From an optimization exercise on the open Yosys and OpenROAD flow, aimed at small area; shortcuts taken in it are not production practice.
Only simulation tests tie the RTL to the original design; equivalence was not proved.
Power and IR drop assume default switching activity.

<file path="flow/config.mk">
export PLATFORM = sky130hd
export DESIGN_NAME = reactiontimer
export DESIGN_NICKNAME = reactiontimer
export VERILOG_FILES = /design/flow/design.v
export SDC_FILE = /design/flow/constraint.sdc
export NUM_CORES = 4
export LEC_CHECK = 0
export CAP_MARGIN = 20
export CORE_MARGIN = 2
export CORE_UTILIZATION = 40
export SLEW_MARGIN = 20
</file>
<file path="flow/constraint.sdc">
create_clock -name core_clock -period 20.0 [get_ports {cin}]
set_input_delay 4.0000 -clock core_clock [delete_from_list [all_inputs] [get_ports {cin}]]
set_output_delay 4.0000 -clock core_clock [all_outputs]
set_load 0.01 [all_outputs]
</file>
<file path="flow/design.v">
module ClockDivider(cin, rst, cout, tick);
	parameter HALF = 2;
	input cin;
	input rst;
	output reg cout;
	output tick;
	reg [14:0]count;
	assign tick = (count == HALF) & ~cout;
	always@(posedge cin) begin
		if (rst) begin
			count <= 15'd0;
			cout <= 1'b0;
		end
		else begin
			count <= count + 1'b1;
			if (count == HALF) begin
				cout <= cout ^ 1'b1;
				count <= 1'b0;
			end
		end
	end
endmodule
module count(cin, rst, reset_button, act, en, wrap, outnum);
	input cin, rst, reset_button, act, en;
	output wrap;
	output reg [3:0] outnum;
	assign wrap = en & act & (outnum == 4'b1001);
	always@(posedge cin)
	begin
		if(rst | reset_button)
			outnum <= 4'b0000;
		else if (en & act)
		begin
			if (outnum == 4'b1001)
				outnum <= 4'b0000;
			else
				outnum <= outnum + 1'b1;
		end
	end
endmodule
module delayCount (cin, rst, r, key, en, output_signal);
	input cin, rst;
	input [11:0]r;
	input key;
	input en;
	output reg output_signal;
	reg [11:0] counter;
	always@(posedge cin)
	begin
		if (rst)
		begin
			counter[11:0] <= 12'b000000000000;
			output_signal <= 1'b0;
		end
		else if (key)
		begin
			counter[11:0] <= r[11:0];
			output_signal <= 1'b0;
		end
		else if (en)
		begin
			if (counter == 12'b000000000000)
			begin
				output_signal <= 1'b1;
			end
			else
			begin
				counter <= counter - 1'b1;
				output_signal <= 1'b0;
			end
		end
	end
	endmodule
module highscore (cin, rst, b, timecount, switch, hs);
	input cin, rst;
	input b,switch;
	input [23:0] timecount;
	output reg [23:0] hs;
	reg b_q, switch_q, x;
	always@(posedge cin)
	begin
		if (rst)
		begin
			b_q <= 1'b0;
			switch_q <= 1'b0;
			x <= 1'b0;
			hs <= 24'd0;
		end
		else
		begin
			b_q <= b;
			switch_q <= switch;
			if (switch & ~switch_q)
				x <= x + 1'b1;
			if (b_q & ~b)
			begin
				if (hs == 0 && timecount != 0)
					hs <= timecount;
				else if(timecount < hs && timecount != 0)
					hs[23:0] <= timecount[23:0];
				else if(switch == 1 && x == 1)
					hs <= 0;
			end
		end
	end
endmodule
module linearshiftR(cin, rst, r);
	input cin, rst;
	output reg [11:0]r;
	always@(posedge cin)
	begin
		if (rst)
			r <= 12'b010010101101;
		else if (r == 12'b000000000000)
			r[11:0] <= 12'b000000001101;
		else
		begin
			r[11] <= r[10];
			r[10] <= r[9];
			r[9] <= r[8];
			r[8] <= r[7];
			r[7] <= r[6];
			r[6] <= r[5];
			r[5] <= r[4];
			r[4] <= r[3];
			r[3] <= r[2];
			r[2] <= r[1];
			r[1] <= r[0];
			r[0] <= r[5]^r[6];
		end
	end
endmodule
module shifter(cin, rst, en, c);
	input cin, rst, en;
	output reg [3:0]c;
	always@(posedge cin)
	begin
		if (rst)
			c <= 4'b0001;
		else if (en)
		begin
			c[3]<=c[2];
			c[2]<=c[1];
			c[1]<=c[0];
			c[0]<=c[3];
		end
	end
endmodule
module statemachine(key, cin, rst, y , s1);
	input key, cin, rst, y;
	output reg s1;
	always@(posedge cin)
	begin
		if (rst)
			s1 <= 1'b0;
		else
			s1 <= (key & ~s1) | (~y & s1);
	end
endmodule
module statereset(cin, rst, switch, en, r);
	input cin, rst, switch, en;
	output reg r;
	reg [1:0] s;
	always@(posedge cin)
	begin
		if (rst)
		begin
			s <= 2'b00;
			r <= 1'b0;
		end
		else if (en)
		begin
			s[1] <= s[0] & switch;
			s[0] <= switch;
			r    <= ~s[1] & s[0];
		end
	end
endmodule
module compareLED (cin, rst, switch, light2, flag);
	input [7:0]switch;
	input [7:0]light2;
	input cin, rst;
	output reg flag;
	always@(posedge cin)
	begin
		if (rst)
			flag <= 1'b0;
		else if (light2 == 8'b00000000)
			flag <= 1'b0;
		else if (switch[7:0] == light2[7:0])
			flag <= 1'b1;
		else
			flag <= 1'b0;
	end
endmodule
module decoder(a,seg);
	input [3:0]a;
	output reg [6:0]seg;
	always@(a)
		case(a)
			4'b0000 : seg[6:0] = 7'b1000000;
			4'b0001 : seg[6:0] = 7'b1111001;
			4'b0010 : seg[6:0] = 7'b0100100;
			4'b0011 : seg[6:0] = 7'b0110000;
			4'b0100 : seg[6:0] = 7'b0011001;
			4'b0101 : seg[6:0] = 7'b0010010;
			4'b0110 : seg[6:0] = 7'b0000010;
			4'b0111 : seg[6:0] = 7'b1111000;
			4'b1000 : seg[6:0] = 7'b0000000;
			4'b1001 : seg[6:0] = 7'b0010000;
			default : seg[6:0] = 7'b1000000;
		endcase
endmodule
module lightdecoder(c1,c2,signal2,cin,rst,light2);
	input [3:0]c1;
	input [3:0]c2;
	input signal2, cin, rst;
	output reg [9:0] light2;
	always@(posedge cin)
	begin
		if (rst)
			light2[9:0] <= 10'b0000000000;
		else if (signal2)
		begin
			if (light2[7:0] == 8'b00000000)
begin
				light2[3:0] <= c1[3:0];
				light2[7:4] <= c2[3:0];
				light2[9:8] <= 2'b00;
end
else
				light2[9:0] <= light2[9:0];
end
else
			light2[9:0] <=10'b0000000000;
end
endmodule
module multiplexer(a,b,switch,result);
	input [3:0]a;
	input [3:0]b;
	input switch;
	output reg [3:0]result;
	always@(a, b, switch)
	case(switch)
			0 : result[3:0] = a[3:0];
			1 : result[3:0] = b[3:0];
		endcase
endmodule
module highscoreMUX (a,b,switch,finalhs);
	input switch;
	input [23:0]a;
	input [23:0]b;
	output reg [23:0]finalhs;
	always@(a, b, switch)
		case(switch)
			0 : finalhs[23:0] = a[23:0];
			1 : finalhs[23:0] = b[23:0];
		endcase
endmodule
module sonic(
   input clock,
   input rst,
	output trig,
	input echo,
	output reg [32:0] distance
);
parameter ONE_US = 2;
parameter TEN_US = 20;
parameter FORTY_MS = 10000;
reg [32:0] us_counter;
reg _trig;
reg [9:0] one_us_cnt;
wire one_us = (one_us_cnt == 0);
reg [9:0] ten_us_cnt;
wire ten_us = (ten_us_cnt == 0);
reg [21:0] forty_ms_cnt;
wire forty_ms = (forty_ms_cnt == 0);
assign trig = _trig;
always @(posedge clock) begin
	if (rst) begin
		us_counter <= 0;
		_trig <= 1'b0;
		one_us_cnt <= 0;
		ten_us_cnt <= 0;
		forty_ms_cnt <= 0;
		distance <= 0;
	end
	else begin
	one_us_cnt <= (one_us ? ONE_US : one_us_cnt) - 1;
	ten_us_cnt <= (ten_us ? TEN_US : ten_us_cnt) - 1;
	forty_ms_cnt <= (forty_ms ? FORTY_MS : forty_ms_cnt) - 1;
	if (ten_us && _trig)
		_trig <= 1'b0;
	if (one_us) begin
		if (echo)
			us_counter <= us_counter + 1;
		else if (us_counter != 0) begin
			distance <= us_counter / 58;
			us_counter <= 0;
		end
	end
   if (forty_ms)
		_trig <= 1'b1;
	end
end
endmodule
module sensor(clock, rst, trig, echo, reset, stop);
input clock;
input rst;
input reset;
output trig;
output reg stop;
input echo;
wire [32:0] distance;
sonic s(clock, rst, trig, echo, distance);
wire cout, tick;
ClockDivider cd(clock, rst, cout, tick);
reg [32:0] b;
always @(posedge clock)  
begin
if (rst)
	begin
	b <= 33'd1;
	stop <= 0;
	end
else if (tick)
begin
b <= distance;
if (reset == 0)  
	begin
	stop <= 0;
	end
else if(b > 32'b000000000000000000000000000001111)
	begin
		stop <= 1;
	end
else if (reset != 0)
	begin
		stop <=0;
       end
end
end
endmodule
module Mode1(cin, rst, selection, selection2, trig, echo, key, counter, tick, highscore_mode1, activation, b,light1);
	input echo;
	output trig;
	input selection, selection2, key, cin, rst, tick;
	input [23:0] counter;
	output reg b;
	output reg activation;
	output reg [9:0] light1;
	output [23:0] highscore_mode1;
	wire [11:0]r;
	wire a;
	linearshiftR lsr1(cin, rst, r[11:0]);
	delayCount dc(cin, rst, r[11:0], ~key, tick, a);
	highscore hs1(cin, rst, b, counter[23:0], selection2, highscore_mode1[23:0]);
always@(posedge cin) begin
		if (rst) begin
			activation <= 1'b0;
			light1[9:0] <= 10'b0000000000;
		end
		else if (selection) begin
			activation <= b && a;
			light1[9:0] <= {10{b && a}};
		end
		else begin
			activation <= 1'b0;
			light1[9:0] <= 10'b0000000000;
		end
	end
wire stop;
sensor sn1(cin, rst, trig, echo, key, stop);
reg decide;
wire decide_next = selection2 ? stop : key;
always@(posedge cin)
begin
	if (rst)
		decide <= 1'b0;
	else
		decide <= decide_next;
end
always@(posedge cin)
begin
		if (rst)
			b <= 1'b0;
		else if (~selection)  
			b <= 1'b0;
		else if (decide_next & ~decide)
			b <= b^1'b1;
	end
endmodule
module Mode2(cin, rst, selection, selection2, key, counter, sw, tick, highscore_mode2, signal2,light2);
	input selection, key, cin, rst, tick;
	input selection2;
	input [23:0]counter;
	input [7:0] sw;
	output [23:0] highscore_mode2;
	output [9:0]light2;
	output reg signal2;
	wire match, s1, s2;
	wire [7:0] c;
	reg W, y;
		always@(posedge cin)
	begin
		if (rst)
		begin
			signal2 <= 1'b0;
			W <= 1'b0;
			y <= 1'b0;
		end
		else if(selection)
		begin
			W <= key;
			y <= match;
			if(s2)
			begin
				if(s1)
					signal2 <= 1'b1;
				else
					signal2 <= 1'b0;
			end
			else
				signal2 <= 1'b0;
		end
		else
		begin
			signal2 <= 1'b0;
			W <= 1'b0;
			y <= 1'b1;
		end
	end
shifter register1(cin, rst, tick, c[7:4]);
shifter register2(cin, rst, 1'b1, c[3:0]);
statemachine sm1(W, cin, rst, y, s1);
delayCount dc2(cin, rst, 12'b010111011100, W, tick, s2);
compareLED cl1(cin, rst, sw[7:0], light2[7:0], match);
lightdecoder ledseries(c[3:0],c[7:4], signal2, cin, rst, light2[9:0]);
highscore hs2(cin, rst, signal2, counter[23:0], selection2, highscore_mode2[23:0]);
endmodule
module reactiontimer(keybutton, selection, trig, echo, cin, rst, segments,d,led);
	input cin;
	input rst;
	input [1:0]keybutton;
	input [9:0]selection;
	output [41:0]segments;
	output d;
	output [9:0]led;
	input echo;
	output trig;
	wire cout, tick, activation1, activation2, activationALL, b;
	wire w0, w1, w2, w3, w4, w5;
	wire [23:0] highscoreone;
	wire [23:0] highscoretwo;
	wire [9:0]light1;
	wire [9:0]light2;
	wire [23:0]highscoreALL;
	wire [23:0]o;
	wire [23:0]C;
	wire R3, R4;
	reg R;
 	ClockDivider cd(cin, rst, cout, tick);
	Mode1 m1(cin, rst, ~selection[9], selection[0], trig, echo, keybutton[0], o[23:0], tick, highscoreone[23:0], activation1, b, light1[9:0]);
	Mode2 m2(cin, rst, selection[9], selection[0], ~keybutton[1], o[23:0], selection[7:0], tick, highscoretwo[23:0], activation2, light2[9:0]);
	statereset sr1(cin, rst, selection[9], tick, R3);
	statereset sr2(cin, rst, ~selection[9], tick, R4);
	assign activationALL = activation1 | activation2;
	assign led[9:0] = light1[9:0] | light2[9:0];
	count counter0(cin, rst, R, activationALL, tick, w0, o[3:0]);
	count counter1(cin, rst, R, activationALL, w0, w1, o[7:4]);
	count counter2(cin, rst, R, activationALL, w1, w2, o[11:8]);
	count counter3(cin, rst, R, activationALL, w2, w3, o[15:12]);
	count counter4(cin, rst, R, activationALL, w3, w4, o[19:16]);
	count counter5(cin, rst, R, activationALL, w4, w5, o[23:20]);
	multiplexer mux0(o[3:0],highscoreALL[3:0],selection[8],C[3:0]);
	multiplexer mux1(o[7:4],highscoreALL[7:4],selection[8],C[7:4]);
	multiplexer mux2(o[11:8],highscoreALL[11:8],selection[8],C[11:8]);
	multiplexer mux3(o[15:12],highscoreALL[15:12],selection[8],C[15:12]);
	multiplexer mux4(o[19:16],highscoreALL[19:16],selection[8],C[19:16]);
	multiplexer mux5(o[23:20],highscoreALL[23:20],selection[8],C[23:20]);
	highscoreMUX hsmux(highscoreone[23:0],highscoretwo[23:0],selection[9],highscoreALL[23:0]);
	always@(posedge cin)
	begin
		if (rst)
			R <= 1'b0;
		else
			R <= (~b & ~keybutton[0] & ~selection[9])  
			   | (~activation2 & ~keybutton[1] & selection[9])
			   | R3 | R4;
	end
	assign d = 0;
	decoder digit0(C[3:0],segments[6:0]);  
	decoder digit1(C[7:4],segments[13:7]);  
	decoder digit2(C[11:8],segments[20:14]);  
	decoder digit3(C[15:12],segments[27:21]);  
	decoder digit4(C[19:16],segments[34:28]);  
	decoder digit5(C[23:20],segments[41:35]);  
endmodule
</file>
<file path="flow/run.sh">
#!/bin/bash
# synth_recipe.tcl (not shown) runs the flow's synth.tcl, then flattens the netlist and writes it again
# the make line also repeats each setting of config.mk as NAME=value (left out here)
make -C /OpenROAD-flow-scripts/flow DESIGN_CONFIG=/design/flow/config.mk WORK_HOME=/design/flow/orfs CLKGATE_MAP_FILE= SYNTH_SCRIPT=/design/flow/synth_recipe.tcl finish
</file>
==> results.txt <==
==> power by group <==
group	internal, mW	total, mW	switching [mW]
clock	0.397	0.657	0.260
sequential	0.653	0.694	0.0410
combinational	0.120	0.270	0.151
total	1.17	1.62	0.452
==> worst max-delay path by stage <==
stage | from | endpoint | slack, ns | cells past startpoint
6_report | m1.sn1.s.us_counter[31] | m1.sn1.s.distance[4] | 3.80 | 49
2_1_floorplan | m1.sn1.s.us_counter[31] | m1.sn1.s.distance[4] | 6.92 | 56
3_3_place_gp | m1.sn1.s.us_counter[31] | m1.sn1.s.distance[4] | 4.18 | 49
3_5_place_dp | m1.sn1.s.us_counter[31] | m1.sn1.s.distance[4] | 4.02 | 49
5_1_grt | m1.sn1.s.us_counter[31] | m1.sn1.s.distance[4] | 2.40 | 50
4_1_cts | m1.sn1.s.us_counter[31] | m1.sn1.s.distance[4] | 3.97 | 49
==> registers in the layout (all words and copies together) (netlist names), 8 cells and up <==
| signal | flops |
|---|---|
| m1.sn1.s.us_counter | 33 |
| m1.hs1.hs | 24 |
| m1.sn1.b | 24 |
| m1.sn1.s.distance | 24 |
| m2.hs2.hs | 24 |
| m1.sn1.s.forty_ms_cnt | 22 |
| cd.count | 15 |
| m1.sn1.cd.count | 15 |
| m1.dc.counter | 12 |
| m1.lsr1.r | 12 |
| m2.dc2.counter | 12 |
| m1.sn1.s.one_us_cnt | 10 |
| m1.sn1.s.ten_us_cnt | 10 |
| m2.ledseries.light2 | 8 |
==> placed cells by master, fill, tap and decap left out, types with 55 or more instances in the layout <==
cell type | netlist | final
nor2_1 | 307 | 306
dfxtp_1 | 303 | 303
nand2_1 | 285 | 285
a21oi_1 | 230 | 228
nand3_1 | 137 | 137
o21ai_0 | 113 | 112
inv_1 | 110 | 110
xnor2_1 | 85 | 85
ha_1 | 82 | 82
clkdlybuf4s50_1 | 0 | 65
nor3_1 | 55 | 55
==> per-layer routing <==
metal	track usage [%]	up-vias
met5	0	-
met4	4.76	0
met3	2.06	78
met2	33.8	516
met1	26.1	9340
li1	-	9920
==> stage by stage <==
| stage | util, % | power, mW |
|---|---|---|
| 3_3_place_gp | 42.4 | 0.970 |
| 6_report | 44.8 | 1.62 |
| 5_1_grt | 44.8 | 1.71 |
| 4_1_cts | 44.7 | 1.65 |
| 2_1_floorplan | - | 0.906 |
| 3_5_place_dp | 42.4 | 0.979 |
==> cells by family after synthesis <==
logic type      synth area share, %
simple gates                   28.5
buf+inv                        5.57
xor+xnor                       6.27
other cells                  0.0179
mux                            1.65
fa+ha+maj                      5.04
compound gates                 24.0
flops                          28.9
==> layout make-up <==
type | instances | area (sq um)
Tap cell | 680 | 851
Multi-Input combinational cell | 2196 | 13800
Clock buffer | 53 | 1110
Fill cell | 5104 | 28500
Sequential cell | 303 | 6070
Clock inverter | 11 | 93.8
Timing Repair Buffer | 84 | 792
Inverter | 114 | 428
==> worst register-to-register path, delay by kind of cell (launching register included) <==
kind            cells  cell delay [ns]
simple gates       19             6.16
mux                 3             1.28
compound gates     27             7.80
flops               1             0.91
==> results.py <==
metrics = {
    "run_status": {
        "status": "complete, no violations",
    },
    "job": {
        "drv_cap": 0,
    },
    "setup_path": {
        "cp.arrival_ns": 16.67,
        "r2r_end": "m1.sn1.s.distance[4]",
        "slowest_stage": "dfxtp_1",
        "ff2ff_path_depth": 49,
        "crit_type": "reg -> reg",
        "cpPeakStageDelay_ns": 0.91,
        "reg2reg_from": "m1.sn1.s.us_counter[31]",
        "critPathLaunchType": "flip-flop",
        "crit_fanout": 26,
        "cp.required_ns": 20.46,
        "r2r_slack_ns": 3.80,
        "path_delay_family": "compound AO/OA/AOI/OAI gates",
        "path_buf_inv": 0,
        "cp-end-kind": "flip-flop",
    },
    "floorplanning": {
        "rows": 83,
        "initial_core_util_pct": 40.6,
        "ios": 69,
        "die-area_sq_um": 54300,
        "die_w_um": 233,
        "dieHeight_um": 233,
        "coreArea_sq_um": 51600,
    },
    "layout": {
        "insertedDiodeCount": 0,
        "instances_no_fill": 3441,
        "drive_gt1_share_pct": 7.46,
        "area_growth_pct": 10.1,
        "stdcell_area_sq_um": 23100,
        "nets": 2832,
    },
    "yosys": {
        "synth_nets": 2882,
        "synth-warning-count": 18,
        "synthTopCellsByArea": "dfxtp_1 29%, nor2_1 5.5%, a21oi_1 5.5%",
        "synth_area_sq_um": 21000,
        "yosys-top-cells-count": "307 x nor2_1, 303 x dfxtp_1, 285 x nand2_1",
        "netlist.area_leader.share_pct": 28.9,
        "yosys.area.top_type": "dfxtp_1",
        "yosysUniqueCellTypes": 131,
        "async_flop_share_pct": 0,
        "syn_inst": 2785,
        "ys_seq_area_share_pct": 28.9,
        "syn_area_per_cell_sq_um": 7.53,
        "ys.flop_type": "dfxtp_1",
        "ys_ff_latch": 303,
        "synth_edf_count": 0,
        "post-synth-top-count-cell": "nor2_1",
    },
    "route": {
        "drt-met1-wl_um": 25500,
        "drc": 0,
        "dr.max_layer_used": "met4",
        "firstDrtPassIters": 5,
        "met3_length_um": 2540,
        "wl_per_cell_um": 15.9,
        "wl_um": 54600,
        "ant_nets": 0,
        "route.met2.wl_um": 25600,
        "vias_per_cell": 5.77,
        "drt-initial-drc-count": 1312,
        "vias": 19900,
    },
    "global_routing": {
        "grt_pass1_wl_um": 90900,
        "grt.overflow.total": 0,
        "track_usage_pct": 19.6,
        "grt_max_degree": 82,
        "grt_pass1_vias": 18300,
        "antenna_found_initial": 0,
    },
    "sta": {
        "min_period_over_period_pct": 81.0,
        "holdWs_ns": 0.403,
        "hold_viol": 0,
        "timing.final.ws_setup_ns": 3.80,
        "fin_setup_tns_ns": 0,
        "min_period_ns": 16.20,
        "finClkSkew_ns": 0.0139,
        "fmax_mhz": 61.7,
        "rsz0062_at_grt": "false",
        "relSlewSlack_pct": 33.7,
        "worst_pin_slew_ns": 0.991,
        "report.final.slew_viol_count": 0,
        "setup_viol": 0,
    },
    "clocking": {
        "htreeDepth": 2,
        "cts_hold_buf": 0,
        "insertion_delay_ns": 0.53,
        "cts_resized": 0,
        "cts_tree": "done",
        "numCtsBuffers": 36,
        "clock-sinks": 303,
        "root_buffer": "clkbuf_16",
        "postCtsSetupRepairBufs": 0,
        "path_clk_slew_ns": 0.06,
        "cts.path.max_buffers": 3,
    },
    "place": {
        "dp_hpwl_um": 38400,
        "gp_congestion": 0.872,
        "place_inst": 3376,
        "io_buffers": 67,
        "pre_cts_slack_ns": 4.02,
        "placed_cell_area_sq_um": 21900,
    },
    "worst_hold_path": {
        "hold_class": "reg -> reg",
        "hold_depth": 1,
        "min-delay-start": "m2.y",
        "whs_endpoint": "m2.sm1.s1",
    },
    "power": {
        "ir_drop_mv": 0.0546,
        "power_density_nw_per_um2": 70.2,
        "leakagePower_nw": 8.10,
    },
}

[port drivers added, routing unchanged]
The flow's constraints put no driver on any port. The routed layout listed below was extracted and timed again, unchanged, in two steps.
Step 1: set_driving_cell puts a clkbuf_16 on cin and a buf_2 on each other input, an assumption about the parent block.
Step 2, shift: input delay + t, output delay - t, t = (earliest + latest rising clock arrival at the registers) / 2. This alone moves slack from input paths to output paths.
Three values: no drivers, after step 1, after step 2; two values: the first two.
t, ns: 0.577
slack for setup (ns): 3.797 / 3.797 / 3.797
hold slack, ns: 0.403 / 0.403 / 0.403
slew at the worst register clock pin (ns): 0.06 / 0.06
worst slew at a driven data input, ns: 0.05
After both steps setup and hold are still met in this run. For this run, drivers alone change the setup slack by 0.000 ns; drivers and shift together by 0.000 ns.
